From an optimization exercise on the open Yosys and OpenROAD flow, aimed at small area; shortcuts taken in it are not production practice. In this exercise RTL edits were held to simulation tests only and were not proved equivalent to the original. No driver is modelled on the clock port, so clocking that relies on it looks cheaper here than on a real chip. Power is estimated from default activity; no workload was simulated.

==> module timebase, before the edit <==
module timebase (
    input  wire clock,
    input  wire rst,       
    input  wire rst_n,     
    input  wire first,     
    output wire pulse,     
    output reg  blink,     
    output wire intclock,  
    output wire dstep,     
    output wire [2:0] q    
);
    localparam [14:0] P15 = 15'b010101010101010;
    reg [14:0] sd;
    wire sd_low0 = (sd[13:0] == P15[13:0]);            
    always @(posedge clock) begin
        if (rst) sd <= P15;                             
        else     sd <= {~sd[13:0], ~(sd[14] ^ sd[13]) ^ sd_low0};
    end
    assign pulse = sd_low0 & ~sd[14] & ~first;
    localparam [14:0] BL_J = 15'd8486;
    localparam [14:0] BL_T = 15'd4251;
    localparam [14:0] BL_R = BL_T ^ P15;
    reg [14:0] bl;
    wire bl_hit = (bl[0] == BL_R[0]) & (bl[1] == BL_R[1]) & (bl[2] == BL_R[2]) &
                  (bl[3] == BL_R[3]) & (bl[5] == BL_R[5]) & (bl[6] == BL_R[6]) &
                  (bl[7] == BL_R[7]) & (bl[8] == BL_R[8]) & (bl[10] == BL_R[10]) &
                  (bl[12] == BL_R[12]) & (bl[14] == BL_R[14]);
    always @(posedge clock) begin
        if (rst) bl <= BL_J ^ P15;
        else     bl <= {~bl[13:0], bl[14] ^ bl[3]} ^ {10'd0, bl_hit, 4'd0};
    end
    always @(posedge clock) begin
        if (rst)         blink <= 1'b0;
        else if (bl_hit) blink <= ~blink;
    end
    reg [3:0] c15;
    reg       h;
    reg [2:0] dq;
    reg [3:0] c11;
    wire z = (c15 == 4'b1010);                          
    always @(posedge clock) begin
        if (rst) c15 <= 4'b1010;
        else     c15 <= {~c15[2:0], c15[3] ^ c15[2]};
    end
    reg [2:0] dq_next;
    always @(*) begin
        case (dq)
            3'b000:  dq_next = 3'b001;
            3'b001:  dq_next = 3'b110;
            3'b110:  dq_next = 3'b010;
            3'b010:  dq_next = 3'b011;
            3'b011:  dq_next = 3'b111;
            3'b111:  dq_next = 3'b100;
            3'b100:  dq_next = 3'b101;
            default: dq_next = 3'b000;
        endcase
    end
    always @(posedge clock) begin
        if (rst) begin
            h   <= 1'b0;
            dq  <= 3'b000;
            c11 <= 4'd0;
        end else if (z) begin
            h   <= ~h;
            if (h) dq <= dq_next;
            c11 <= (c11[3] & c11[1]) ? 4'd0 : c11 + 4'd1;
        end
    end
    assign intclock = h ^ c11[0] ^ ((c11 == 4'd0) & ~z);
    assign dstep = z & h;
    assign q = dq;
endmodule
==> module dspl_drv, before the edit <==
module dspl_drv (
    input  wire clock,
    input  wire disp_rst,
    input  wire dstep,
    input  wire [2:0] q,
    input  wire blink,
    input  wire [1:0] md,    
    input  wire [5:0] es, mi,
    input  wire [4:0] hr,
    output wire [7:0] an,
    output wire [7:0] dec_ddp
);
    wire [1:0] f = q[2:1];
    wire       t = q[0];
    reg  [5:0] fv;
    always @(*) begin
        case (f)
            2'b00:   fv = es;
            2'b01:   fv = mi;
            2'b10:   fv = {1'b0, hr};
            default: fv = 6'd0;
        endcase
    end
    wire [2:0] fv_t = (fv >= 6'd50) ? 3'd5 : (fv >= 6'd40) ? 3'd4 : (fv >= 6'd30) ? 3'd3 :
                      (fv >= 6'd20) ? 3'd2 : (fv >= 6'd10) ? 3'd1 : 3'd0;
    wire [5:0] fv_u = fv - {fv_t, 3'b000} - {1'b0, fv_t, 1'b0};
    wire [3:0] dig = t ? {1'b0, fv_t} : fv_u[3:0];
    wire fen = blink | (md != f);
    reg [3:0] sel;
    reg       en;
    always @(posedge clock or posedge disp_rst) begin
        if (disp_rst) begin
            sel  <= 4'd12;
            en   <= 1'b0;
        end else if (dstep) begin
            sel  <= dig;
            en   <= fen;
        end
    end
    assign an[0] = ~(en & (q == 3'b001));
    assign an[1] = ~(en & (q == 3'b110));
    assign an[2] = 1'b1;
    assign an[3] = ~(en & (q == 3'b011));
    assign an[4] = ~(en & (q == 3'b111));
    assign an[5] = 1'b1;
    assign an[6] = ~(en & (q == 3'b101));
    assign an[7] = ~(en & (q == 3'b000));
    reg [6:0] seg;
    always @(*) begin
        case (sel)
            4'd1: seg = 7'b1001111;
            4'd2: seg = 7'b0010010;
            4'd3: seg = 7'b0000110;
            4'd4: seg = 7'b1001100;
            4'd5: seg = 7'b0100100;
            4'd6: seg = 7'b0100000;
            4'd7: seg = 7'b0001111;
            4'd8: seg = 7'b0000000;
            4'd9: seg = 7'b0000100;
            default: seg = 7'b0000001;    
        endcase
    end
    assign dec_ddp = {seg, ~(sel[3] & sel[2])};
endmodule
==> module clock_top, before the edit <==
module clock_top(
    input wire clock,
    input wire reset_i,
    input wire config_i,
    input wire increment_i,
    input wire decrement_i,
    output wire [15:0] LED,
    output wire [7:0] an,
    output wire [7:0] dec_ddp
);
    reg [2:0] rs;
    always @(posedge clock or negedge reset_i) begin
        if (!reset_i) rs <= 3'b000;
        else          rs <= {rs[1], rs[1] | rs[0], ~rs[2]};
    end
    wire rst_n    = rs[2];
    wire rst      = ~rs[2];
    wire disp_rst = ~rs[2] | rs[0];
    wire pulse, blink, intclock, dstep;
    wire [2:0] q;
    timebase u_tb (
        .clock(clock), .rst(rst), .rst_n(rst_n), .first(rs[0]),
        .pulse(pulse), .blink(blink), .intclock(intclock), .dstep(dstep), .q(q)
    );
    wire cfg_e, inc_e, dec_e;
    debounce u_dc (.clock(clock), .rst(rst), .ic(intclock), .key(config_i),    .edge_o(cfg_e));
    debounce u_di (.clock(clock), .rst(rst), .ic(intclock), .key(increment_i), .edge_o(inc_e));
    debounce u_dd (.clock(clock), .rst(rst), .ic(intclock), .key(decrement_i), .edge_o(dec_e));
    wire [1:0] md;
    wire [5:0] sb, es, mi;
    wire [4:0] hr;
    watch u_w (
        .clock(clock), .rst(rst), .pulse(pulse),
        .cfg_e(cfg_e), .inc_e(inc_e), .dec_e(dec_e),
        .md(md), .sb(sb), .es(es), .mi(mi), .hr(hr)
    );
    assign LED = {10'b0, sb};
    dspl_drv u_d (
        .clock(clock), .disp_rst(disp_rst), .dstep(dstep), .q(q), .blink(blink),
        .md(md), .es(es), .mi(mi), .hr(hr),
        .an(an), .dec_ddp(dec_ddp)
    );
endmodule
clock: 10.0 ns
lec_check: 0
abc_area: 1
cap_margin: 20
core_margin: 2
core_utilization: 40
cts_buf_list: sky130_fd_sc_hd__clkbuf_8
slew_margin: 20
standard.sh (not shown) runs the stock make flow with config.mk's settings and CLKGATE_MAP_FILE= SYNTH_SCRIPT=/design/flow/synth_recipe.tcl, a recipe that flattens the netlist after the stock synthesis.
==> flow/flow/run.sh <==
#!/bin/bash
# Own layout flow:
#  1. the standard synthesis (standard.sh synth), unchanged;
#  2. the combinational logic between the registers is mapped again with
#     several area-oriented ABC scripts (abc_scripts.txt, one per line); every
#     register instance (name and cell) is kept. The smallest result that
#     Yosys proves equivalent to the standard netlist is used (if none is
#     proved, the standard netlist is used);
#  3. the standard layout (standard.sh finish) on that netlist, with the
#     port buffers made of buf_1 cells and the clock tree made by
#     manual_cts.tcl (4 clkbuf_8 leaf buffers driven by the clock port).
# Each tool writes its full output to a log file of its own here.
set -uo pipefail
W=$(pwd)
F=$W/flow
R=$W/orfs/results/$FLOW_PLATFORM/clock_top/base
LIB=$FLOW_HOME/platforms/$FLOW_PLATFORM/lib/sky130_fd_sc_hd__tt_025C_1v80.lib

bash standard.sh synth > $W/log_1_synth.log 2>&1 || exit 1
cp $R/1_2_yosys.v $W/std_netlist.v

python3 $F/gen_cells.py $LIB $W/cells_comb.v $W/cells_seq.v > $W/log_2_cells.log 2>&1

DU="-dont_use sky130_fd_sc_hd__probe_p_8 -dont_use sky130_fd_sc_hd__probec_p_8 -dont_use sky130_fd_sc_hd__lpflow_*"
i=0
while IFS= read -r line; do
  [[ -z "$line" ]] && continue
  i=$((i+1))
  echo "$line" | tr ';' '\n' > $W/reopt_$i.abc
  cat > $W/reopt_$i.ys <<EOF
read_liberty -lib $LIB
read_verilog $W/std_netlist.v
hierarchy -top $FLOW_TOP
techmap -map $W/cells_comb.v
opt_clean
techmap
opt -purge
abc -liberty $LIB $DU -script $W/reopt_$i.abc
opt_clean -purge
hilomap -singleton -hicell sky130_fd_sc_hd__conb_1 HI -locell sky130_fd_sc_hd__conb_1 LO
splitnets
opt_clean -purge
tee -o $W/reopt_$i.stat stat -liberty $LIB
write_verilog -noattr -nohex -nodec $W/reopt_$i.v
EOF
  timeout 300 yosys -s $W/reopt_$i.ys > $W/log_3_reopt_$i.log 2>&1 &
  # at most NUM_CORES at a time (ABC's time limits are wall-clock)
  while (( $(jobs -rp | wc -l) >= ${NUM_CORES:-4} )); do sleep 1; done
done < $F/abc_scripts.txt
wait

# candidates, smallest first
for f in $W/reopt_*.stat; do
  a=$(awk '/Chip area/ {print $NF}' $f)
  [[ -n "$a" ]] && echo "$a ${f%.stat}.v"
done | sort -g > $W/log_4_candidates.log

choice=""
while read -r a v; do
  [[ -s $v ]] || continue
  cat > $W/equiv.ys <<EOF
read_verilog $W/cells_comb.v
read_verilog $W/cells_seq.v
read_verilog $W/std_netlist.v
rename $FLOW_TOP gold
read_verilog $v
rename $FLOW_TOP gate
proc
flatten gold gate
opt_clean
async2sync
equiv_make gold gate eq
equiv_simple -seq 2 eq
equiv_induct eq
equiv_status -assert eq
EOF
  if timeout 600 yosys -s $W/equiv.ys > $W/log_5_equiv_$(basename $v .v).log 2>&1; then
    choice=$v
    break
  fi
done < $W/log_4_candidates.log

if [[ -n "$choice" ]]; then
  echo "using $choice (proved equivalent)" > $W/log_5_choice.log
  cp $choice $R/1_2_yosys.v
  rm -f $R/1_synth.odb $R/1_synth.sdc
else
  echo "no re-mapped netlist proved equivalent; using the standard one" > $W/log_5_choice.log
fi

bash standard.sh "BUFFER_PORTS_ARGS=-buffer_cell sky130_fd_sc_hd__buf_1" \
  "PRE_CTS_TCL=$F/manual_cts.tcl" CTS_LEAVES=4 CTS_LEAF_BUF=sky130_fd_sc_hd__clkbuf_8 CTS_BIG_BUF=sky130_fd_sc_hd__clkbuf_16 CTS_BIG_AT=18 \
  "CTS_ARGS=-sink_clustering_enable -repair_clock_nets -buf_list sky130_fd_sc_hd__clkbuf_8 -dont_use_dummy_load" \
  finish > $W/log_6_layout.log 2>&1
Other scripts of this flow, unchanged in this note and not shown: flow/flow/abc_scripts.txt, flow/flow/gen_cells.py, flow/flow/manual_cts.tcl
Edit:
--- a/flow/design.v
+++ b/flow/design.v
@@ -21,7 +21,6 @@
 module timebase (
     input  wire clock,
     input  wire rst,       
-    input  wire rst_n,     
     input  wire first,     
     output wire pulse,     
     output reg  blink,     
@@ -202,22 +201,15 @@
     assign an[5] = 1'b1;
     assign an[6] = ~(en & (q == 3'b101));
     assign an[7] = ~(en & (q == 3'b000));
-    reg [6:0] seg;
-    always @(*) begin
-        case (sel)
-            4'd1: seg = 7'b1001111;
-            4'd2: seg = 7'b0010010;
-            4'd3: seg = 7'b0000110;
-            4'd4: seg = 7'b1001100;
-            4'd5: seg = 7'b0100100;
-            4'd6: seg = 7'b0100000;
-            4'd7: seg = 7'b0001111;
-            4'd8: seg = 7'b0000000;
-            4'd9: seg = 7'b0000100;
-            default: seg = 7'b0000001;    
-        endcase
-    end
-    assign dec_ddp = {seg, ~(sel[3] & sel[2])};
+    wire A = sel[3], B = sel[2], C = sel[1], D = sel[0];
+    wire s_a = ~A & ~C & (B ^ D);
+    wire s_b = B & (C ^ D);
+    wire s_c = ~B & C & ~D;
+    wire s_d = s_a | (B & C & D);
+    wire s_e = D | (~A & B & ~C);
+    wire s_f = (C & (~B | D)) | (~A & ~B & D);
+    wire s_g = (~A & ~B & ~C) | (B & C & D) | (A & B);
+    assign dec_ddp = {s_a, s_b, s_c, s_d, s_e, s_f, s_g, ~(A & B)};
 endmodule
 module clock_top(
     input wire clock,
@@ -234,13 +226,12 @@
         if (!reset_i) rs <= 3'b000;
         else          rs <= {rs[1], rs[1] | rs[0], ~rs[2]};
     end
-    wire rst_n    = rs[2];
     wire rst      = ~rs[2];
     wire disp_rst = ~rs[2] | rs[0];
     wire pulse, blink, intclock, dstep;
     wire [2:0] q;
     timebase u_tb (
-        .clock(clock), .rst(rst), .rst_n(rst_n), .first(rs[0]),
+        .clock(clock), .rst(rst), .first(rs[0]),
         .pulse(pulse), .blink(blink), .intclock(intclock), .dstep(dstep), .q(q)
     );
     wire cfg_e, inc_e, dec_e;
Maximum frequency is lower by about 0.7%.
Sequential share of layout area stays flat.
Worst setup slack loses 0.031 ns.
Utilization hardly moves.
Routed wire length shrinks by about 1%.
Clock power came out higher by about 6%.
Total power rises by about 1.7%.
Clock skew is lower by 0.0036 ns.
Cell area hardly moves.
Final cell count goes up by 1.8%.
Die area barely changes.

-- what the ideal ports hide --
How much do the figures lean on ideal ports? The routed layouts below were timed once more, with nothing changed but the port constraints.
Step 1, drivers: a clkbuf_16 drives clock and a buf_2 each remaining input, both assumed.
Step 2 times the ports against the registers' clock, not the clock port: input delays grow and output delays shrink by t, the midpoint of the rising clock arrivals with the driver on.
Three values: ideal ports, drivers, drivers and shift; two values: the first two.
run | t (ns) | setup WS [ns] | worst hold slack (ns) | slew at the worst register clock pin (ns) | cell pins on the clock port's net
the first run | 0.226 | 5.632 / 5.632 / 5.632 | 0.381 / 0.381 / 0.381 | 0.11 / 0.11 | 4
the second run | 0.227 | 5.601 / 5.601 / 5.601 | 0.358 / 0.358 / 0.358 | 0.10 / 0.10 | 4
After both steps every run listed still meets setup and hold.
